Background: an optimization exercise with open tools, aiming at a short achievable clock period and few clock cycles. Do not read the settings as production practice. Only simulation tests tie the RTL to the original design; equivalence was not proved. The clock port is modelled as an ideal driver; clocking choices that lean on that would not hold on a real chip. Power and IR drop assume default switching activity.

File: flow/flow/run.sh
#!/bin/bash
# The standard layout, with one step added after clock tree synthesis:
# flow/fix_io.tcl removes the buffers that placement left on the RUN -> MemWE
# path (between the port buffers). Everything else is the standard flow.
set -euo pipefail
export POST_CTS_TCL="$PWD/flow/fix_io.tcl"
bash standard.sh > standard.log 2>&1
File: flow/flow/fix_io.tcl
# Run after clock tree synthesis (POST_CTS_TCL). The only path from an input
# port to an output port is RUN -> MemWE (MemWE = store & RUN). Buffers that
# placement put between RUN's input buffer and the AND gate only add delay on
# it; remove them, keeping the port buffers at both ends.
set pe [find_timing_paths -from [get_ports RUN] -to [get_ports MemWE] -path_delay max]
set insts {}
foreach pt [get_property $pe points] {
  set pin [get_property $pt pin]
  set inst [get_cells -quiet -of_objects $pin]
  if { $inst eq "" } { continue }
  set name [get_full_name $inst]
  if { [lsearch -exact $insts $name] < 0 } { lappend insts $name }
}
puts "fix_io: RUN -> MemWE goes through $insts"
set extra {}
foreach name [lrange $insts 1 end-1] {
  set ref [get_property [get_cells $name] ref_name]
  if { [regexp {__(buf|clkbuf|dlygate|clkdlybuf)} $ref] } { lappend extra $name }
}
if { [llength $extra] > 0 } {
  puts "fix_io: removing $extra"
  remove_buffers [get_cells $extra]
}
report_checks -from [get_ports RUN] -to [get_ports MemWE]
File: flow/standard.sh
#!/bin/bash
# synth_recipe.tcl (not shown) runs the flow's synth.tcl, then flattens the netlist and writes it again
# the make line also repeats each setting of config.mk as NAME=value (left out here)
make -C /OpenROAD-flow-scripts/flow DESIGN_CONFIG=/design/flow/config.mk WORK_HOME=/design/flow/orfs CLKGATE_MAP_FILE= SYNTH_SCRIPT=/design/flow/synth_recipe.tcl "${@:-finish}"
File: flow/config.mk
export PLATFORM = sky130hd
export DESIGN_NAME = msprocessor
export DESIGN_NICKNAME = msprocessor
export VERILOG_FILES = /design/flow/design.v
export SDC_FILE = /design/flow/constraint.sdc
export NUM_CORES = 4
export LEC_CHECK = 0
export ABC_CLOCK_PERIOD_IN_PS = 3000
export CAP_MARGIN = 20
export CORE_MARGIN = 2
export CORE_UTILIZATION = 40
export PLACE_DENSITY = 0.6
export SETUP_SLACK_MARGIN = 4.4
export SLEW_MARGIN = 20
File: flow/constraint.sdc
create_clock -name core_clock -period 7.5 [get_ports {clk}]
set_input_delay 1.5000 -clock core_clock [delete_from_list [all_inputs] [get_ports {clk}]]
set_output_delay 1.5000 -clock core_clock [all_outputs]
set_load 0.01 [all_outputs]
File: flow/design.v
module constant_value #(parameter W=8, V=0) (A);
	output [W-1:0] A;  
	assign A = V;
endmodule
module register_WE #(parameter W = 8) (A,B,clk,rst,enb);
		input [W-1:0] A;
		input clk,rst,enb;
		output reg [W-1:0] B;
		always@(posedge clk)
		begin
		if(rst == 1) begin
			B <= 0;
		end
		else begin
			if(enb == 1) begin
				B <= A;
			end
		end		
		end
endmodule
module my_2mux #(parameter W=4) (A,B,C,D);
	input [W-1:0] A,B;
	input C;
	output reg [W-1:0] D;
	always@* 
	begin
		if ( C == 0 )
			D = A;
		else
			D = B;
	end
endmodule
module my_4mux #(parameter W=4) (A,B,C,D,E,F);
	input [W-1:0] A,B,C,D;
	input [1:0] E;
	output reg [W-1:0] F;
	always@* 
	begin
		if ( E == 2'b00  )
			F = A;
		else if ( E == 2'b01 )
			F = B;
		else if ( E == 2'b10  )
			F = C;
		else
			F = D;
	end
endmodule
module shifter #(parameter W=8) (data, sh, sh_data);
input [W-1:0] data;  
input [2:0] sh;  
output reg [W-1:0] sh_data;  
always@* begin
	case(sh)
		3'b001: sh_data = 0;  
		3'b010: sh_data = {data[W-2:0],data[W-1]};  
		3'b011: sh_data = {data[0],data[W-1:1]};  
		3'b100: sh_data = {data[W-2:0],1'b0};  
		3'b101: sh_data = {data[W-1],data[W-1:1]};  
		3'b110: sh_data = {1'b0,data[W-1:1]};  
		default: sh_data = data;  
	endcase
end
endmodule
module register_file #(parameter W=8) (din1,Rn,Rm,Rd,wrt,R7Write,rst,clk,dout1,dout2);
	input [W-1:0] din1;
	input [2:0] Rn,Rm,Rd;
	input rst,wrt,R7Write,clk;
	output [W-1:0] dout1,dout2;
	reg [W-1:0] regs [0:7];
	integer i;
	always@(posedge clk)
	begin
		if(rst == 1) begin
			for(i=0;i<8;i=i+1) regs[i] <= 0;
		end
		else begin
			if(wrt == 1) regs[Rd] <= din1;
			if(R7Write == 1) regs[7] <= din1;
		end
	end
	assign dout1 = (R7Write && Rn == 3'd7) ? din1 : regs[Rn];
	assign dout2 = (R7Write && Rm == 3'd7) ? din1 : regs[Rm];
endmodule
module alu #(parameter W=4) (clk,rst,enb,updateFlags,A,B,C,CONTROL,CO,OVF,N,Z);
	input clk,rst,enb;
	input updateFlags;
	input [W-1:0] A,B;
	input [2:0] CONTROL;
	output reg CO,OVF,N,Z;  
	output reg [W-1:0] C;
	reg nCO,nOVF,nN,nZ;  
	reg setFlags;  
	always@*
	begin
	nCO = 0;
	nOVF = 0;
	setFlags = 0;
	C = 0;
	if ( CONTROL == 3'b000)
	begin
		{nCO,C} = A + B;  
		if ( (A[W-1] == B[W-1] ) && (A[W-1] != C[W-1] ))  
			nOVF = 1;  
		setFlags = 1;
	end
	else if ( CONTROL == 3'b001)
	begin
		{nCO,C} = A + {1'b0,~B} + 1'b1;  
		if ( (A[W-1] != B[W-1] ) && (A[W-1] != C[W-1] ))  
			nOVF = 1;
		setFlags = 1;
	end
	else if ( CONTROL == 3'b010)
	begin
		{nCO,C} = B + {1'b0,~A} + 1'b1;  
		if ( (A[W-1] != B[W-1] ) && (B[W-1] != C[W-1] ))  
			nOVF = 1;
		setFlags = 1;
	end
	else if ( CONTROL == 3'b011)
	begin
		C = A ^ B; 			 
		setFlags = 1;
	end
	else if ( CONTROL == 3'b100)
	begin
		C = A & B; 			 
		setFlags = 1;
	end
	else if ( CONTROL == 3'b101)
	begin
		C = A | B;			 
		setFlags = 1;
	end
	else if ( CONTROL == 3'b110)
	begin
		C = B; 			 
	end
	else
	begin
		C = A;			 
	end
	nN = C[W-1];  
	nZ = ( C == 0);  
	end
	always@(posedge clk)
	begin
		if(rst == 1) begin
			CO <= 0;
			OVF <= 0;
			N <= 0;
			Z <= 0;
		end
		else if(enb && updateFlags && setFlags) begin
			CO <= nCO;
			OVF <= nOVF;
			N <= nN;
			Z <= nZ;
		end
	end
endmodule
module datapath(
	PCWrite,
	CLK,
	RST,
	AdrSrc,
	MemW,
	IRWrite,
	RA1Src,
	RegWrite,
	R7Write,
	ALUSrcA,
	updateFlags,
	reg_enb,
	ALUControl,
	ALUSrcB,
	RA2Src,
	RA3Src,
	ResultSrc,
	shift,
	WD3Src,
	C,
	V,
	N,
	Z,
	ALUA,
	ALUB,
	alures,
	counter,
	instruction,
	mem,
	rd2,
	result,
	shiftd,
	mem_addr,
	mem_rdata,
	mem_wdata,
	mem_we
);
input wire	PCWrite;
input wire	CLK;
input wire	RST;
input wire	AdrSrc;
input wire	MemW;
input wire	IRWrite;
input wire	RA1Src;
input wire	RegWrite;
input wire	R7Write;
input wire	ALUSrcA;
input wire	updateFlags;
input wire	reg_enb;
input wire	[2:0] ALUControl;
input wire	[1:0] ALUSrcB;
input wire	[1:0] RA2Src;
input wire	[1:0] RA3Src;
input wire	[1:0] ResultSrc;
input wire	[2:0] shift;
input wire	[1:0] WD3Src;
output wire	C;
output wire	V;
output wire	N;
output wire	Z;
output wire	[7:0] ALUA;
output wire	[7:0] ALUB;
output wire	[7:0] alures;
output wire	[7:0] counter;
output wire	[15:0] instruction;
output wire	[15:0] mem;
output wire	[7:0] rd2;
output wire	[7:0] result;
output wire	[7:0] shiftd;
output wire	[7:0] mem_addr;
input wire	[15:0] mem_rdata;
output wire	[7:0] mem_wdata;
output wire	mem_we;
wire	[7:0] ALUOut;
wire	[7:0] ALUResult;
wire	[7:0] DATA;
wire	enb;
wire	[15:0] INSTR;
wire	[15:0] MEM_ALTERA_SYNTHESIZED;
wire	[7:0] ONE;
wire	[7:0] PC;
wire	[2:0] RA1;
wire	[2:0] RA2;
wire	[2:0] RA3;
wire	[7:0] RD_ALTERA_SYNTHESIZED2;
wire	[7:0] Result_ALTERA_SYNTHESIZED;
wire	[2:0] SEVEN;
wire	[7:0] shifted;
wire	[2:0] SIX;
wire	[7:0] WD3;
wire	[7:0] SYNTHESIZED_WIRE_0;
wire	[7:0] SYNTHESIZED_WIRE_1;
wire	[7:0] SYNTHESIZED_WIRE_2;
wire	[7:0] SYNTHESIZED_WIRE_3;
wire	[7:0] SYNTHESIZED_WIRE_4;
wire	SYNTHESIZED_WIRE_5;
wire	[7:0] SYNTHESIZED_WIRE_6;
assign	ALUA = SYNTHESIZED_WIRE_0;
assign	ALUB = SYNTHESIZED_WIRE_1;
assign	SYNTHESIZED_WIRE_5 = 1;
register_WE	b2v_inst(
	.clk(CLK),
	.rst(RST),
	.enb(PCWrite),
	.A(Result_ALTERA_SYNTHESIZED),
	.B(PC));
	defparam	b2v_inst.W = 8;
alu	b2v_inst1(
	.clk(CLK),
	.rst(RST),
	.enb(enb),
	.updateFlags(updateFlags),
	.A(SYNTHESIZED_WIRE_0),
	.B(SYNTHESIZED_WIRE_1),
	.CONTROL(ALUControl),
	.CO(C),
	.OVF(V),
	.N(N),
	.Z(Z),
	.C(ALUResult));
	defparam	b2v_inst1.W = 8;
constant_value	b2v_inst10(
	.A(SIX));
	defparam	b2v_inst10.V = 6;
	defparam	b2v_inst10.W = 3;
my_2mux	b2v_inst11(
	.C(RA1Src),
	.A(INSTR[5:3]),
	.B(SEVEN),
	.D(RA1));
	defparam	b2v_inst11.W = 3;
constant_value	b2v_inst12(
	.A(SEVEN));
	defparam	b2v_inst12.V = 7;
	defparam	b2v_inst12.W = 3;
register_file	b2v_inst13(
	.wrt(RegWrite),
	.rst(RST),
	.clk(CLK),
	.R7Write(R7Write),
	.din1(WD3),
	.Rd(RA3),
	.Rm(RA2),
	.Rn(RA1),
	.dout1(SYNTHESIZED_WIRE_2),
	.dout2(SYNTHESIZED_WIRE_3));
	defparam	b2v_inst13.W = 8;
register_WE	b2v_inst14(
	.clk(CLK),
	.rst(RST),
	.enb(enb),
	.A(SYNTHESIZED_WIRE_2),
	.B(SYNTHESIZED_WIRE_4));
	defparam	b2v_inst14.W = 8;
register_WE	b2v_inst15(
	.clk(CLK),
	.rst(RST),
	.enb(enb),
	.A(SYNTHESIZED_WIRE_3),
	.B(RD_ALTERA_SYNTHESIZED2));
	defparam	b2v_inst15.W = 8;
shifter	b2v_inst19(
	.data(RD_ALTERA_SYNTHESIZED2),
	.sh(shift),
	.sh_data(shifted));
	defparam	b2v_inst19.W = 8;
my_2mux	b2v_inst2(
	.C(AdrSrc),
	.A(PC),
	.B(Result_ALTERA_SYNTHESIZED),
	.D(SYNTHESIZED_WIRE_6));
	defparam	b2v_inst2.W = 8;
my_2mux	b2v_inst20(
	.C(ALUSrcA),
	.A(SYNTHESIZED_WIRE_4),
	.B(PC),
	.D(SYNTHESIZED_WIRE_0));
	defparam	b2v_inst20.W = 8;
my_4mux	b2v_inst21(
	.A(shifted),
	.B(INSTR[7:0]),
	.C(ONE),
	.D(8'b0),
	.E(ALUSrcB),
	.F(SYNTHESIZED_WIRE_1));
	defparam	b2v_inst21.W = 8;
constant_value	b2v_inst22(
	.A(ONE));
	defparam	b2v_inst22.V = 1;
	defparam	b2v_inst22.W = 8;
register_WE	b2v_inst28(
	.clk(CLK),
	.rst(RST),
	.enb(enb),
	.A(ALUResult),
	.B(ALUOut));
	defparam	b2v_inst28.W = 8;
my_4mux	b2v_inst31(
	.A(ALUOut),
	.B(DATA),
	.C(ALUResult),
	.D(8'b0),
	.E(ResultSrc),
	.F(Result_ALTERA_SYNTHESIZED));
	defparam	b2v_inst31.W = 8;
assign	mem_addr = SYNTHESIZED_WIRE_6;
assign	mem_we = MemW;
assign	mem_wdata = RD_ALTERA_SYNTHESIZED2;
assign	MEM_ALTERA_SYNTHESIZED = mem_rdata;
register_WE	b2v_inst4(
	.clk(CLK),
	.rst(RST),
	.enb(IRWrite),
	.A(MEM_ALTERA_SYNTHESIZED),
	.B(INSTR));
	defparam	b2v_inst4.W = 16;
register_WE	b2v_inst5(
	.clk(CLK),
	.rst(RST),
	.enb(enb),
	.A(MEM_ALTERA_SYNTHESIZED[7:0]),
	.B(DATA));
	defparam	b2v_inst5.W = 8;
my_4mux	b2v_inst7(
	.A(DATA),
	.B(Result_ALTERA_SYNTHESIZED),
	.C(PC),
	.D(8'b0),
	.E(WD3Src),
	.F(WD3));
	defparam	b2v_inst7.W = 8;
my_4mux	b2v_inst8(
	.A(INSTR[8:6]),
	.B(INSTR[10:8]),
	.C(SIX),
	.D(3'b0),
	.E(RA3Src),
	.F(RA3));
	defparam	b2v_inst8.W = 3;
my_4mux	b2v_inst9(
	.A(INSTR[2:0]),
	.B(INSTR[8:6]),
	.C(SIX),
	.D(INSTR[10:8]),
	.E(RA2Src),
	.F(RA2));
	defparam	b2v_inst9.W = 3;
assign	enb = reg_enb;
assign	alures = ALUResult;
assign	counter = PC;
assign	instruction = INSTR;
assign	mem = MEM_ALTERA_SYNTHESIZED;
assign	rd2 = RD_ALTERA_SYNTHESIZED2;
assign	result = Result_ALTERA_SYNTHESIZED;
assign	shiftd = shifted;
endmodule
module controller(rst,instr,clk,PCWrite,AdrSrc,MemW,IRWrite,RA1Src,RA2Src,RA3Src,WD3Src,RegWrite,R7Write,Shift,ALUSrcA,ALUSrcB,ALUControl,ResultSrc,updateFlags,Z,N,V,C,RUN);
input [15:0] instr;
input clk,rst,RUN;
input Z,N,V,C;
output reg PCWrite,AdrSrc,MemW,IRWrite,RA1Src,RegWrite,R7Write,ALUSrcA,updateFlags;
output reg [1:0] RA2Src,RA3Src,WD3Src,ALUSrcB,ResultSrc;
output reg [2:0] Shift,ALUControl;
reg [3:0] state;
reg dRA1Src;
reg [1:0] dRA2Src,dRA3Src;
always@(posedge clk)
begin
	if(rst == 1) state <= 4'b0000;  
	else if (RUN == 1) begin
		if(state == 4'b0000) state <= 4'b0001;  
		else if(state == 4'b0001) begin
			if(instr[15:14] == 2'b00) begin
				state <= 4'b0010 ; 
			end
			else if(instr[15:14] == 2'b01) begin
				if(instr[13:12] == 2'b00) begin
					state <= 4'b0011 ; 
				end
				else if(instr[13:12] == 2'b01) begin
					state <= 4'b1011 ; 
				end
				else if(instr[13:12] == 2'b10) begin
					state <= 4'b0011 ; 
				end
			end
			else if(instr[15:14] == 2'b10) begin
				if(instr[13:11] == 3'b000) begin
					state <= 4'b1000 ; 
				end
				else if(instr[13:11] == 3'b001) begin
					state <= 4'b1010 ; 
				end
				else if(instr[13:11] == 3'b010) begin
					state <= 4'b1001 ; 
				end
				else if(instr[13:11] == 3'b011) begin
					if(Z == 1) state <= 4'b1000 ; 
					else state <= 4'b0000;  
				end
				else if(instr[13:11] == 3'b100) begin
					if(Z == 0) state <= 4'b1000 ; 
					else state <= 4'b0000;  
				end
				else if(instr[13:11] == 3'b101) begin
					if(C == 1) state <= 4'b1000 ; 
					else state <= 4'b0000;  
				end
				else if(instr[13:11] == 3'b110) begin
					if(C == 0) state <= 4'b1000 ; 
					else state <= 4'b0000;  
				end
			end
		end
		else if(state == 4'b0011) begin
			if(instr[13:12] == 2'b00) state <= 4'b0101;  
			else if(instr[13:12] == 2'b10) state <= 4'b0100;  
		end
		else if(state == 4'b0010) state <= 4'b0111;  
		else if(state == 4'b1011) state <= 4'b0000;  
		else if(state == 4'b0111) state <= 4'b0000;  
		else if(state == 4'b0100) state <= 4'b0000;  
		else if(state == 4'b0101) state <= 4'b0110;  
		else if(state == 4'b0110) state <= 4'b0000;  
		else if(state == 4'b1000) state <= 4'b0000;  
		else if(state == 4'b1001) state <= 4'b0000;  
		else if(state == 4'b1010) state <= 4'b0000;  
	end
end
always@(*)
	begin
	if(instr[15:14] == 2'b10) dRA1Src = 1;  
	else dRA1Src = 0;
	if(instr[15:9] == 7'b00000 || instr[15:9] == 7'b00001 || instr[15:9] == 7'b00010 
			|| instr[15:9] == 7'b00011 || instr[15:9] == 7'b00100)  dRA2Src = 2'b00;  
	else if(instr[15:9] == 7'b00101 || instr[15:9] == 7'b00110 || instr[15:9] == 7'b00111 
			|| instr[15:9] == 7'b01000 || instr[15:9] == 7'b01001 || instr[15:9] == 7'b01010) dRA2Src = 2'b01;  
	else if(instr[15:14] == 2'b01 && instr[13:12] == 2'b10) dRA2Src = 2'b01;  
	else if(instr[15:14] == 2'b10 && instr[13:11] == 3'b010) dRA2Src = 2'b11;  
	else dRA2Src = 2'b00;
	if(instr[15:14] == 2'b00 || (instr[15:14] == 2'b01 && instr[13:12] == 2'b00)) dRA3Src = 2'b00;  
	else if(instr[15:14] == 2'b01 && instr[13:12] == 2'b01) dRA3Src = 2'b01;  
	else if(instr[15:14] == 2'b10 && instr[13:11] == 3'b001) dRA3Src = 2'b10;  
	else dRA3Src = 2'b00;
	end
always@(*)
	begin
	PCWrite = 0;
	AdrSrc = 0;
	MemW = 0;
	IRWrite = 0;
	RegWrite = 0;
	R7Write = 0;
	Shift = 3'b000;
	ALUSrcA = 0;
	ALUSrcB = 2'b00;
	ALUControl = 3'b000;
	ResultSrc = 2'b00;
	updateFlags = 0;
	RA1Src = dRA1Src;
	RA2Src = dRA2Src;
	RA3Src = dRA3Src;
	WD3Src = 2'b01;
	if(state == 4'b0000) begin
		PCWrite = 1;
		AdrSrc = 0;
		MemW = 0;
		IRWrite = 1;
		RegWrite = 0;
		R7Write = 0;
		Shift = 3'b000;
		ALUSrcA = 1;
		ALUSrcB = 2'b10;
		ALUControl = 3'b000;
		ResultSrc = 2'b10;
		updateFlags = 0;
	end
	else if(state == 4'b0001) begin
		PCWrite = 0;
		AdrSrc = 0;
		MemW = 0;
		IRWrite = 0;
		WD3Src = 2'b01;
		RegWrite = 0;
		R7Write = 1;
		Shift = 3'b000;
		ALUSrcA = 1;
		ALUSrcB = 2'b10;
		ALUControl = 3'b000;
		ResultSrc = 2'b10;
		updateFlags = 0;
	end
	else if(state == 4'b0101) begin
		PCWrite = 0;
		AdrSrc = 1;
		MemW = 0;
		IRWrite = 0;
		RegWrite = 0;
		R7Write = 0;
		Shift = 3'b000;
		ALUSrcA = 0;
		ALUSrcB = 2'b00;
		ALUControl = 3'b000;
		ResultSrc = 2'b00;
		updateFlags = 0;
	end
	else if(state == 4'b1011) begin
		PCWrite = 0;
		AdrSrc = 0;
		MemW = 0;
		IRWrite = 0;
		RegWrite = 1;
		R7Write = 0;
		Shift = 3'b000;
		ALUSrcA = 0;
		ALUSrcB = 2'b01;
		ALUControl = 3'b110;
		ResultSrc = 2'b10;
		updateFlags = 0;
	end
	else if(state == 4'b0010) begin
		PCWrite = 0;
		AdrSrc = 0;
		MemW = 0;
		IRWrite = 0;
		RegWrite = 0;
		R7Write = 0;
		if(instr[13:9] == 5'b00101) 		Shift = 3'b001;  
		else if(instr[13:9] == 5'b00110) Shift = 3'b010;  
		else if(instr[13:9] == 5'b00111) Shift = 3'b011;  
		else if(instr[13:9] == 5'b01000)	Shift = 3'b100;  
		else if(instr[13:9] == 5'b01001)	Shift = 3'b101;  
		else if(instr[13:9] == 5'b01010) Shift = 3'b110;  
		ALUSrcA = 0;
		ALUSrcB = 2'b00;
		if(instr[13:9] == 5'b00000) ALUControl = 3'b000;  
		else if(instr[13:9] == 5'b00001) ALUControl = 3'b001;  
		else if(instr[13:9] == 5'b00010) ALUControl = 3'b100;  
		else if(instr[13:9] == 5'b00011) ALUControl = 3'b101;  
		else if(instr[13:9] == 5'b00100) ALUControl = 3'b011;  
		else if(instr[13:9] == 5'b00101) ALUControl = 3'b110;  
		else if(instr[13:9] == 5'b00110) ALUControl = 3'b110;  
		else if(instr[13:9] == 5'b00111) ALUControl = 3'b110;  
		else if(instr[13:9] == 5'b01000) ALUControl = 3'b110;  
		else if(instr[13:9] == 5'b01001) ALUControl = 3'b110;  
		else if(instr[13:9] == 5'b01010) ALUControl = 3'b110;  
		ResultSrc = 2'b00;
		updateFlags = 1;
	end
	else if(state == 4'b0011) begin
		PCWrite = 0;
		AdrSrc = 0;
		MemW = 0;
		IRWrite = 0;
		RegWrite = 0;
		R7Write = 0;
		Shift = 3'b000;
		ALUSrcA = 0;
		ALUSrcB = 2'b00;
		ALUControl = 3'b111;
		ResultSrc = 2'b00;
		updateFlags = 0;
	end
	else if(state == 4'b0100) begin
		PCWrite = 0;
		AdrSrc = 1;
		MemW = 1;
		IRWrite = 0;
		RegWrite = 0;
		R7Write = 0;
		Shift = 3'b000;
		ALUSrcA = 0;
		ALUSrcB = 2'b00;
		ALUControl = 3'b000;
		ResultSrc = 2'b00;
		updateFlags = 0;
	end
	else if(state == 4'b1000) begin
		WD3Src = 2'b01;
		PCWrite = 1;
		AdrSrc = 0;
		MemW = 0;
		IRWrite = 0;
		RegWrite = 0;
		R7Write = 1;
		Shift = 3'b000;
		ALUSrcA = 0;
		ALUSrcB = 2'b01;
		ALUControl = 3'b000;
		ResultSrc = 2'b10;
		updateFlags = 0;
	end
	else if(state == 4'b1010) begin
		WD3Src = 2'b10;
		PCWrite = 1;
		AdrSrc = 0;
		MemW = 0;
		IRWrite = 0;
		RegWrite = 1;
		R7Write = 1;
		Shift = 3'b000;
		ALUSrcA = 0;
		ALUSrcB = 2'b01;
		ALUControl = 3'b000;
		ResultSrc = 2'b10;
		updateFlags = 0;
	end
	else if(state == 4'b1001) begin
		WD3Src = 2'b01;
		PCWrite = 1;
		AdrSrc = 0;
		MemW = 0;
		IRWrite = 0;
		RegWrite = 0;
		R7Write = 1;
		Shift = 3'b000;
		ALUSrcA = 0;
		ALUSrcB = 2'b00;
		ALUControl = 3'b110;
		ResultSrc = 2'b10;
		updateFlags = 0;
	end
	else if(state == 4'b0110) begin
		WD3Src = 2'b00;
		PCWrite = 0;
		AdrSrc = 0;
		MemW = 0;
		IRWrite = 0;
		RegWrite = 1;
		R7Write = 0;
		Shift = 3'b000;
		ALUSrcA = 0;
		ALUSrcB = 2'b00;
		ALUControl = 3'b000;
		ResultSrc = 2'b00;
		updateFlags = 0;
	end
	else if(state == 4'b0111) begin
		RA3Src = 2'b00;
		WD3Src = 2'b01;
		PCWrite = 0;
		AdrSrc = 0;
		MemW = 0;
		IRWrite = 0;
		RegWrite = 1;
		R7Write = 0;
		Shift = 3'b000;
		ALUSrcA = 0;
		ALUSrcB = 2'b00;
		ALUControl = 3'b000;
		ResultSrc = 2'b00;
		updateFlags = 0;
	end
end
endmodule
module msprocessor(clk,RESET,RUN,MemAddr,MemRData,MemWE,MemWData);
input clk, RESET, RUN;
output [7:0] MemAddr;     
input [15:0] MemRData;    
output MemWE;             
output [7:0] MemWData;
reg [7:0] A;         
reg [7:0] pc;        
reg dmode;           
reg st;              
reg [7:0] wd;        
reg halted;
reg Zf, Cf;
reg [7:0] R [0:6];   
reg [7:0] opA, opB, opS;         
reg e_cin, e_we, e_setf;         
reg [2:0] e_wreg;
reg [9:0] e_ctl;                 
reg [7:0] opA2, opB2, opS2;
reg e2_cin, e2_we, e2_setf;
reg [2:0] e2_wreg;
reg [9:0] e2_ctl;
localparam CB = 5;
localparam NE = 1 << CB;
localparam DIST = 16;            
reg [15:0] cdat [0:NE-1];
reg [7-CB:0] ctag [0:NE-1];
reg [NE-1:0] cv;
reg [15:0] cw, cw2;  
reg chit;            
reg chit2;           
reg fh2, fh3;        
reg seqd;            
reg pmode;           
reg [7:0] ppf;
reg stq;             
reg [7:0] saq;       
assign MemAddr = A;
assign MemWData = wd;
assign MemWE = st & RUN;
wire [7:0] e_res, e2_res;
wire e_z, e_c, e2_z, e2_c;
exu x1(.a(opA), .b(opB), .s(opS), .cin(e_cin), .ctl(e_ctl), .res(e_res), .z(e_z), .c(e_c));
exu x2(.a(opA2), .b(opB2), .s(opS2), .cin(e2_cin), .ctl(e2_ctl), .res(e2_res), .z(e2_z), .c(e2_c));
wire Zn = e2_setf ? e2_z : e_setf ? e_z : Zf;
wire Cn = e2_setf ? e2_c : e_setf ? e_c : Cf;
wire [7:0] w_data = dmode ? MemRData[7:0] : e_res;
wire f_go = chit || (!dmode && !pmode);
wire [15:0] I = chit ? cw : MemRData;
wire f_dp   = I[15:14] == 2'b00;
wire f_mem  = I[15:14] == 2'b01;
wire f_br   = I[15:14] == 2'b10;
wire f_halt = I[15:14] == 2'b11;
wire f_ldr  = f_mem && I[13:12] == 2'b00;
wire f_str  = f_mem && I[13:12] == 2'b10;
wire [2:0] cond = I[13:11];
wire f_bx   = f_br && cond == 3'b010;
wire [7:0] pc1, pc2, pc3, pc4;
ks_add8 a1(.a(pc), .b(8'd1), .cin(1'b0), .s(pc1), .cout());
ks_add8 a2(.a(pc), .b(8'd2), .cin(1'b0), .s(pc2), .cout());
ks_add8 a3(.a(pc), .b(8'd3), .cin(1'b0), .s(pc3), .cout());
ks_add8 a4(.a(pc), .b(8'd4), .cin(1'b0), .s(pc4), .cout());
wire [55:0] rf = {R[6], R[5], R[4], R[3], R[2], R[1], R[0]};
wire [7:0] r_n, r_m, r_d, r_x, r2_n, r2_m, r2_d, r2_x;
rsel s_n(.idx(I[5:3]),  .rf(rf), .r7(pc2), .we1(e_we), .wr1(e_wreg), .v1(w_data), .we2(e2_we), .wr2(e2_wreg), .v2(e2_res), .q(r_n));
rsel s_m(.idx(I[2:0]),  .rf(rf), .r7(pc2), .we1(e_we), .wr1(e_wreg), .v1(w_data), .we2(e2_we), .wr2(e2_wreg), .v2(e2_res), .q(r_m));
rsel s_d(.idx(I[8:6]),  .rf(rf), .r7(pc2), .we1(e_we), .wr1(e_wreg), .v1(w_data), .we2(e2_we), .wr2(e2_wreg), .v2(e2_res), .q(r_d));
rsel s_x(.idx(I[10:8]), .rf(rf), .r7(pc2), .we1(e_we), .wr1(e_wreg), .v1(w_data), .we2(e2_we), .wr2(e2_wreg), .v2(e2_res), .q(r_x));
rsel t_n(.idx(cw2[5:3]), .rf(rf), .r7(pc3), .we1(e_we), .wr1(e_wreg), .v1(w_data), .we2(e2_we), .wr2(e2_wreg), .v2(e2_res), .q(r2_n));
rsel t_m(.idx(cw2[2:0]), .rf(rf), .r7(pc3), .we1(e_we), .wr1(e_wreg), .v1(w_data), .we2(e2_we), .wr2(e2_wreg), .v2(e2_res), .q(r2_m));
rsel t_d(.idx(cw2[8:6]), .rf(rf), .r7(pc3), .we1(e_we), .wr1(e_wreg), .v1(w_data), .we2(e2_we), .wr2(e2_wreg), .v2(e2_res), .q(r2_d));
rsel t_x(.idx(cw2[10:8]), .rf(rf), .r7(pc3), .we1(e_we), .wr1(e_wreg), .v1(w_data), .we2(e2_we), .wr2(e2_wreg), .v2(e2_res), .q(r2_x));
wire d_we, d_setf, d_cin, d2_we, d2_setf, d2_cin;
wire [2:0] d_wreg, d2_wreg;
wire [9:0] d_ctl, d2_ctl;
wire [7:0] d_b, d2_b;
edec dc1(.w(I), .rm(r_m), .link(pc1), .we(d_we), .wreg(d_wreg), .setf(d_setf), .ctl(d_ctl), .b(d_b), .cin(d_cin));
edec dc2(.w(cw2), .rm(r2_m), .link(pc2), .we(d2_we), .wreg(d2_wreg), .setf(d2_setf), .ctl(d2_ctl), .b(d2_b), .cin(d2_cin));
wire taken;
brc b1(.cond(cond), .z(Zn), .c(Cn), .taken(taken));
wire [7:0] target;
ks_add8 t_add(.a(pc2), .b(I[7:0]), .cin(1'b0), .s(target), .cout());
wire [7:0] nxt = f_bx ? r_x : (f_br && taken) ? target : pc1;
wire seq = !f_bx && !(f_br && taken);
wire x_ok = (cw[15:14] == 2'b00 && cw[13:9] <= 5'd10) || cw[15:12] == 4'b0101;
wire y_dp = cw2[15:14] == 2'b00 && cw2[13:9] <= 5'd10;
wire y_br = cw2[15:14] == 2'b10 && cw2[13:11] != 3'b111;
wire y_bx = cw2[15:14] == 2'b10 && cw2[13:11] == 3'b010;
wire y_bc = cw2[15:14] == 2'b10 && cw2[13:11] >= 3'b011;
wire y_ok = y_dp || cw2[15:12] == 4'b0101 || (y_br && !y_bc);
wire [2:0] x_dst = cw[15:14] == 2'b00 ? cw[8:6] : cw[10:8];
wire y_rnm = y_dp && cw2[13:9] <= 5'd4;      
wire y_rd  = y_dp && cw2[13:9] >= 5'd6;      
wire dep = x_dst != 3'd7 &&
	((y_rnm && (cw2[5:3] == x_dst || cw2[2:0] == x_dst)) || (y_rd && cw2[8:6] == x_dst) ||
	 (y_bx && cw2[10:8] == x_dst));
localparam DUAL = 1;        
wire pair = DUAL && chit && chit2 && x_ok && y_ok && !dep;
wire [7:0] y_target;
ks_add8 y_add(.a(pc3), .b(cw2[7:0]), .cin(1'b0), .s(y_target), .cout());
wire jump = pair ? y_br : !seq;
wire [7:0] jaddr = pair ? (y_bx ? r2_x : y_target) : (f_bx ? r_x : target);
wire [7:0] np  = pair ? pc2 : pc1;
wire [7:0] np1 = pair ? pc3 : pc2;
wire stw = dmode && st;      
wire fillw = !dmode;         
wire [7:0] pk [1:4];
assign pk[1] = pc1;
assign pk[2] = pc2;
assign pk[3] = pc3;
assign pk[4] = pc4;
wire [4:1] c_k, f_k, k_k;
wire [15:0] w_k [1:4];
genvar g;
generate
	for (g = 1; g <= 4; g = g + 1) begin : lk
		assign c_k[g] = cv[pk[g][CB-1:0]] && ctag[pk[g][CB-1:0]] == pk[g][7:CB] && !(stw && A == pk[g]) && !(stq && saq == pk[g]);
		assign f_k[g] = fillw && A == pk[g];
		assign k_k[g] = (c_k[g] && !(fillw && A[CB-1:0] == pk[g][CB-1:0])) || f_k[g];
		assign w_k[g] = f_k[g] ? MemRData : cdat[pk[g][CB-1:0]];
	end
endgenerate
wire h_np  = pair ? (c_k[2] || f_k[2]) : (c_k[1] || f_k[1]);
wire h_np1 = pair ? (c_k[3] || f_k[3]) : (c_k[2] || f_k[2]);
wire [15:0] w_np  = pair ? w_k[2] : w_k[1];
wire [15:0] w_np1 = pair ? w_k[3] : w_k[2];
wire k_np1 = pair ? k_k[3] : k_k[2];
wire k_np2 = pair ? k_k[4] : k_k[3];
wire h_fast = seqd && (pair ? fh3 && !(stw && A == pc2) : fh2 && !(stw && A == pc1));
wire [7:0] pd = ppf - pc;
wire prst = pd < 8'd2 || pd > DIST;
wire [7:0] pfa = prst ? np1 : ppf;
wire [7:0] ppf1 = ppf + 8'd1;
wire [7:0] pfa1 = prst ? (pair ? pc4 : pc3) : ppf1;    
integer i;
always @(posedge clk) begin
	if (RESET) begin
		A <= 8'h00;
		pc <= 8'h00;
		dmode <= 1'b0;
		st <= 1'b0;
		halted <= 1'b0;
		e_we <= 1'b0;
		e_setf <= 1'b0;
		e2_we <= 1'b0;
		e2_setf <= 1'b0;
		Zf <= 1'b0;
		Cf <= 1'b0;
		chit <= 1'b0;
		chit2 <= 1'b0;
		fh2 <= 1'b0;
		fh3 <= 1'b0;
		seqd <= 1'b0;
		pmode <= 1'b0;
		cv <= {NE{1'b0}};
		ppf <= 8'h00;
		stq <= 1'b0;
		for (i = 0; i < 7; i = i + 1) R[i] <= 8'h00;
	end else if (RUN) begin
		if (e_we) R[e_wreg] <= w_data;
		if (e2_we) R[e2_wreg] <= e2_res;
		if (e_setf || e2_setf) begin
			Zf <= Zn;
			Cf <= Cn;
		end
		stq <= stw;
		saq <= A;
		if (stq && ctag[saq[CB-1:0]] == saq[7:CB]) cv[saq[CB-1:0]] <= 1'b0;
		if (!dmode) begin
			cdat[A[CB-1:0]] <= MemRData;
			ctag[A[CB-1:0]] <= A[7:CB];
			cv[A[CB-1:0]] <= 1'b1;
		end
		e_we <= 1'b0;
		e_setf <= 1'b0;
		e2_we <= 1'b0;
		e2_setf <= 1'b0;
		dmode <= 1'b0;
		st <= 1'b0;
		pmode <= 1'b0;
		if (halted) begin
		end else if (!f_go) begin
			A <= pc;
			chit <= 1'b0;
			chit2 <= 1'b0;
			seqd <= 1'b0;
		end else if (f_halt) begin
			halted <= 1'b1;
		end else if (f_ldr || f_str) begin
			dmode <= 1'b1;
			st <= f_str;
			e_we <= f_ldr && I[8:6] != 3'd7;
			e_wreg <= I[8:6];
			wd <= r_d;
			A <= r_n;
			pc <= pc1;
			cw <= w_np;
			cw2 <= w_np1;
			chit <= h_np;
			chit2 <= h_np1;
			fh2 <= k_np1;
			fh3 <= k_np2;
			seqd <= 1'b1;
		end else begin
			e_we <= d_we;
			e_setf <= d_setf;
			e_wreg <= d_wreg;
			e_ctl <= d_ctl;
			e_cin <= d_cin;
			opA <= r_n;
			opB <= d_b;
			opS <= r_d;
			if (pair) begin
				e2_we <= d2_we;
				e2_setf <= d2_setf;
				e2_wreg <= d2_wreg;
				e2_ctl <= d2_ctl;
				e2_cin <= d2_cin;
				opA2 <= r2_n;
				opB2 <= d2_b;
				opS2 <= r2_d;
			end
			pc <= jump ? jaddr : np;
			cw <= w_np;
			cw2 <= w_np1;
			chit2 <= h_np1;
			fh2 <= k_np1;
			fh3 <= k_np2;
			chit <= !jump && h_np;
			seqd <= !jump;
			pmode <= !jump && h_fast;
			if (!jump && h_fast) ppf <= pfa1;
			A <= jump ? jaddr : (h_fast ? pfa : np);
		end
	end
end
endmodule
module brc(cond, z, c, taken);
input [2:0] cond;
input z, c;
output reg taken;
always @* begin
	case (cond)
		3'b000: taken = 1'b1;
		3'b001: taken = 1'b1;
		3'b010: taken = 1'b1;
		3'b011: taken = z;
		3'b100: taken = !z;
		3'b101: taken = c;
		3'b110: taken = !c;
		default: taken = 1'b0;
	endcase
end
endmodule
module exu(a, b, s, cin, ctl, res, z, c);
input [7:0] a, b, s;
input cin;
input [9:0] ctl;     
output [7:0] res;
output z;            
output c;
wire [8:0] sum;
ks_add8 add(.a(a), .b(b), .cin(cin), .s(sum[7:0]), .cout(sum[8]));
wire [7:0] lg = ({8{ctl[1]}} & (a & b)) | ({8{ctl[2]}} & (a | b)) | ({8{ctl[3]}} & (a ^ b));
assign res =
	  ({8{ctl[0]}} & sum[7:0])
	| lg
	| ({8{ctl[4]}} & {s[6:0], s[7]})
	| ({8{ctl[5]}} & {s[0], s[7:1]})
	| ({8{ctl[6]}} & {s[6:0], 1'b0})
	| ({8{ctl[7]}} & {s[7], s[7:1]})
	| ({8{ctl[8]}} & {1'b0, s[7:1]})
	| ({8{ctl[9]}} & b);
wire zarith = &(~((a ^ b) ^ {a[6:0] | b[6:0], cin}));
assign z = ctl[0] ? zarith : ~|lg;
assign c = ctl[0] & sum[8];
endmodule
module edec(w, rm, link, we, wreg, setf, ctl, b, cin);
input [15:0] w;
input [7:0] rm;      
input [7:0] link;    
output we;
output [2:0] wreg;
output setf;
output [9:0] ctl;
output [7:0] b;
output cin;
wire [4:0] op = w[13:9];
wire dp = w[15:14] == 2'b00;
wire dpv = dp && op <= 5'd10;
wire ldi = w[15:12] == 4'b0101;
wire bl = w[15:11] == 5'b10001;
wire sub = op == 5'd1;
assign wreg = ldi ? w[10:8] : bl ? 3'd6 : w[8:6];
assign we = (dpv || ldi || bl) && wreg != 3'd7;
assign setf = dp && op <= 5'd4;
assign cin = dp && sub;
assign b = ldi ? w[7:0] : bl ? link : sub ? ~rm : rm;
assign ctl = {ldi || bl, dp && op == 5'd10, dp && op == 5'd9, dp && op == 5'd8, dp && op == 5'd7,
	dp && op == 5'd6, dp && op == 5'd4, dp && op == 5'd3, dp && op == 5'd2, dp && (op == 5'd0 || op == 5'd1)};
endmodule
module rsel(idx, rf, r7, we1, wr1, v1, we2, wr2, v2, q);
input [2:0] idx;
input [55:0] rf;     
input [7:0] r7;      
input we1, we2;
input [2:0] wr1, wr2;
input [7:0] v1, v2;
output [7:0] q;
wire [7:0] rv = rf[idx*8 +: 8];
assign q = (idx == 3'd7) ? r7 : (we2 && wr2 == idx) ? v2 : (we1 && wr1 == idx) ? v1 : rv;
endmodule
module ks_add8(a, b, cin, s, cout);
input [7:0] a, b;
input cin;
output [7:0] s;
output cout;
wire [8:0] g0 = {a & b, cin};
wire [8:0] p0 = {a ^ b, 1'b0};
wire [8:0] g1, p1, g2, p2, g3, p3, g4;
genvar j;
generate
	for (j = 0; j < 9; j = j + 1) begin : pre
		if (j >= 1) begin
			assign g1[j] = g0[j] | (p0[j] & g0[j-1]);
			assign p1[j] = p0[j] & p0[j-1];
		end else begin
			assign g1[j] = g0[j];
			assign p1[j] = p0[j];
		end
		if (j >= 2) begin
			assign g2[j] = g1[j] | (p1[j] & g1[j-2]);
			assign p2[j] = p1[j] & p1[j-2];
		end else begin
			assign g2[j] = g1[j];
			assign p2[j] = p1[j];
		end
		if (j >= 4) begin
			assign g3[j] = g2[j] | (p2[j] & g2[j-4]);
			assign p3[j] = p2[j] & p2[j-4];
		end else begin
			assign g3[j] = g2[j];
			assign p3[j] = p2[j];
		end
		if (j >= 8) begin
			assign g4[j] = g3[j] | (p3[j] & g3[j-8]);
		end else begin
			assign g4[j] = g3[j];
		end
	end
endgenerate
assign s = p0[8:1] ^ g4[7:0];
assign cout = g4[8];
endmodule
==> flow_summary.yaml <==
run_status:
  run_status: "complete, no violations"
cells_and_area:
  layout_common_cells: "sky130_fd_sc_hd__edfxtp_1 (788), sky130_fd_sc_hd__mux4_2 (644), sky130_fd_sc_hd__nand2_1 (549)"
  num-fill-cells: 11800
  final_layout_size_suffix_gt1_frac: 0.410
  finalInstanceArea_sq_um: 76500
  final-instance-count-excl-fill: 7183
  final_common_cell: "sky130_fd_sc_hd__edfxtp_1"
  num-nets-final: 5270
  syn2layout_area_growth_pct: 30.4
  finalCoreUtilization: 0.525
grt:
  global_route.usage.met2: 0.516
  grt_overflow: 0
  grt_antenna_before_repair: 8
  grt_pass1_vias: 48100
  groute.layer.met3.usage: 0.0848
  grtUsageMet1: 0.426
  grt_most_used_layer: "met2"
  gr-usage-all-layers: 0.335
  wire_length_of_the_first_global_routing_pass_microns: 360000
  grt_max_degree: 73
die:
  top_level_ports: 36
  design.die.area_sq_um: 150000
  row_count: 140
  core_region_area_sq_um: 146000
  die_w_microns: 387
  initial_utilization: 0.403
  chipHeight_microns: 387
timing:
  relSlewSlack: 0.227
  timing.final.crit_period_ns: 3.75
  max_freq_mhz: 267
  maxSlewViolCount: 0
  fin_worst_skew_ns: 0.0763
  tightest_hold_margin_ns: 0.479
  fin_crit_sh: 0.500
  worst_slew_pin_slew_ns: 1.15
  finalSetupViolCount: 0
  rsz0062_at_grt: "yes"
  fin_tns_setup_ns: 0
  finalHoldViolCount: 0
clock_tree:
  tritoncts: "yes"
  clkSinkCount: 865
  clock_insertion_delay_at_the_later_pin_of_the_skew_report_ns: 0.76
  worst_setup_hold_path_clk_slew_ns: 0.07
synth:
  post_synth_net_total: 4833
  number_of_synthesized_flops_with_an_enable_pin: 788
  ys_async_sr_fraction: 0
  synth_top_flop_cell: "sky130_fd_sc_hd__edfxtp_1"
  netlist-cell-type-count: 92
  synth.avg_cell_area_sq_um: 12.4
  synth-seq-area-share: 0.430
  synth_seq_cells: 865
  synth_cells: 4742
  ys.warnings.count: 2
  synth_area_sq_um: 58600
drt:
  drt_first_iter_violations: 8412
  vias: 51400
  drt-total-wl_microns: 263000
  antenna_left: 0
  routed_via_count_divided_by_cell_count: 7.16
  route.detailed.drc: 0
  detail_route.first_pass.iterations: 8
  routed_length_per_instance_microns: 36.6
place:
  gpl.final_weighted_congestion: 1.01
  placed_area_sq_um: 61700
  port-buffer-count: 35
  dpl.hpwl_microns: 145000
  placedCellCount: 6401
job:
  maxCapViolations: 0
min_path:
  holdCritPathClass: "reg2reg"
  hold-path-cell-count: 2
worst_setup_path:
  crit_arrival_ns: 4.44
  timing.critical_path.from_type: "register"
  worstSetupEndpointType: "register"
  crit_fanout: 8
  critPathRequiredTime_ns: 8.19
  worst_r2r_path_depth: 13
  worst-setup-path-type: "reg2reg"
power_and_ir_drop:
  p_leak_uw: 0.0256
  worst_ir_drop_vdd_mv: 0.204
  power_density_over_the_cells_nw_per_um2: 215
[layer usage]
| layer | wire [microns] | share of wire |
|---|---|---|
| met5 | 50 | 0.00019 |
| met4 | 21800 | 0.083 |
| met3 | 36500 | 0.14 |
| met2 | 116000 | 0.44 |
| met1 | 88600 | 0.34 |
[cell type report]
class	instances	area, sq um	area share
multi-input cells	3372	35000	0.457
flip-flops and latches	865	25300	0.330
repair buffers	737	9810	0.128
clock buffers	116	2560	0.0335
well taps	1917	2400	0.0314
clock inverters	70	931	0.0122
inverters	101	512	0.00669
repair inverters	3	25.0	0.000327
diodes	2	5.00	0.0000654
[logic make-up after synthesis]
| logic type | Yosys count | synth area share |
|---|---|---|
| AND/OR/NAND/NOR | 1284 | 0.0996 |
| AO/OA/AOI/OAI | 948 | 0.105 |
| flip-flops | 865 | 0.430 |
| multiplexers | 853 | 0.284 |
| buffers and inverters | 515 | 0.0347 |
| XOR/XNOR | 205 | 0.0311 |
| adder cells (fa/ha/maj) | 72 | 0.0160 |
[synth_stat cells, types with 67 or more instances]
cell type                  number  area, sq um
sky130_fd_sc_hd__o21ai_0      237         1190
sky130_fd_sc_hd__edfxtp_1     788        23700
sky130_fd_sc_hd__xnor2_1      150         1310
sky130_fd_sc_hd__buf_1         70          263
sky130_fd_sc_hd__nand3_1      136          681
sky130_fd_sc_hd__mux4_2       644        14500
sky130_fd_sc_hd__dfxtp_1       77         1540
sky130_fd_sc_hd__clkbuf_1     271         1020
sky130_fd_sc_hd__buf_2         67          335
sky130_fd_sc_hd__inv_1         85          319
sky130_fd_sc_hd__mux2i_1      168         1680
sky130_fd_sc_hd__a21oi_1      217         1090
sky130_fd_sc_hd__ha_1          67          838
sky130_fd_sc_hd__nand2_1      594         2230
sky130_fd_sc_hd__nor2_1       241          905
sky130_fd_sc_hd__nor3_1        69          345
sky130_fd_sc_hd__o211ai_1     102          766
[sequential cells by signal, summed over array words and instances (netlist names), 10 cells and up, named ones only]
| signal | cells |
|---|---|
| R | 56 |
| cv | 32 |
| cw2 | 16 |
| cw | 16 |
| ctag | 96 |
| e_ctl | 10 |
| e2_ctl | 10 |
| cdat | 512 |
[power breakdown]
part	total, uW	switching [uW]	leakage [uW]	internal (uW)
clock network	5250	2190	0.00169	3060
logic	5600	2970	0.0160	2630
registers	5580	180	0.00784	5400
[critical path, stage by stage (launching register included)]
cell	delay (ns)
sky130_fd_sc_hd__edfxtp_1	0.50
sky130_fd_sc_hd__inv_1	0.13
sky130_fd_sc_hd__ha_4	0.32
sky130_fd_sc_hd__xor2_1	0.16
sky130_fd_sc_hd__nand4_1	0.16
sky130_fd_sc_hd__o41ai_4	0.43
sky130_fd_sc_hd__a211oi_4	0.13
sky130_fd_sc_hd__or3_1	0.38
sky130_fd_sc_hd__nand4b_1	0.14
sky130_fd_sc_hd__a31oi_2	0.10
sky130_fd_sc_hd__buf_6	0.15
sky130_fd_sc_hd__or4_4	0.54
sky130_fd_sc_hd__or3_4	0.41
sky130_fd_sc_hd__a21oi_2	0.12
[per-stage QoR]
| step | power (uW) | setup slack (ns) |
|---|---|---|
| finish | 16400 | 3.75 |
| global route | 16800 | 3.61 |
| detailed placement | 9510 | 1.88 |
| global placement | 9490 | 1.83 |
| floorplan | 8450 | 3.53 |
[final timing paths]
check,from,to,slack [ns]
setup / recovery,opA[6]$_DFFE_PP_,ppf[0]$_SDFFE_PP0P_,3.75
setup reg to reg,opA[6]$_DFFE_PP_,ppf[0]$_SDFFE_PP0P_,3.75
hold reg to reg,fh3$_SDFFE_PP0P_,fh3$_SDFFE_PP0P_,0.48
hold / removal,fh3$_SDFFE_PP0P_,fh3$_SDFFE_PP0P_,0.48
Testbench counts, summed over its fixed seeds: cycles 12,422.

==> separate check: timing with driven ports <==
In the flow no input, the clock included, has a driving cell. The finished layout below was timed again as built, in two steps. Step 1 sets driving cells, clkbuf_16 on the clock port and buf_2 on the other inputs (assumed; they add their load-dependent delay and slew). Step 2, shift: input delay + t, output delay - t, t = (earliest + latest rising clock arrival at the registers) / 2. This alone moves slack from input paths to output paths. Slacks: ideal / step 1 / step 2; pairs: ideal / step 1.
t, ns: 0.803
slack for setup (ns): 3.752 / 3.752 / 3.082
worst slew at a driven data input, ns: 0.10
After both steps this run still meets setup and hold. For this run, drivers alone change the setup slack by 0.000 ns; drivers and shift together by -0.670 ns.
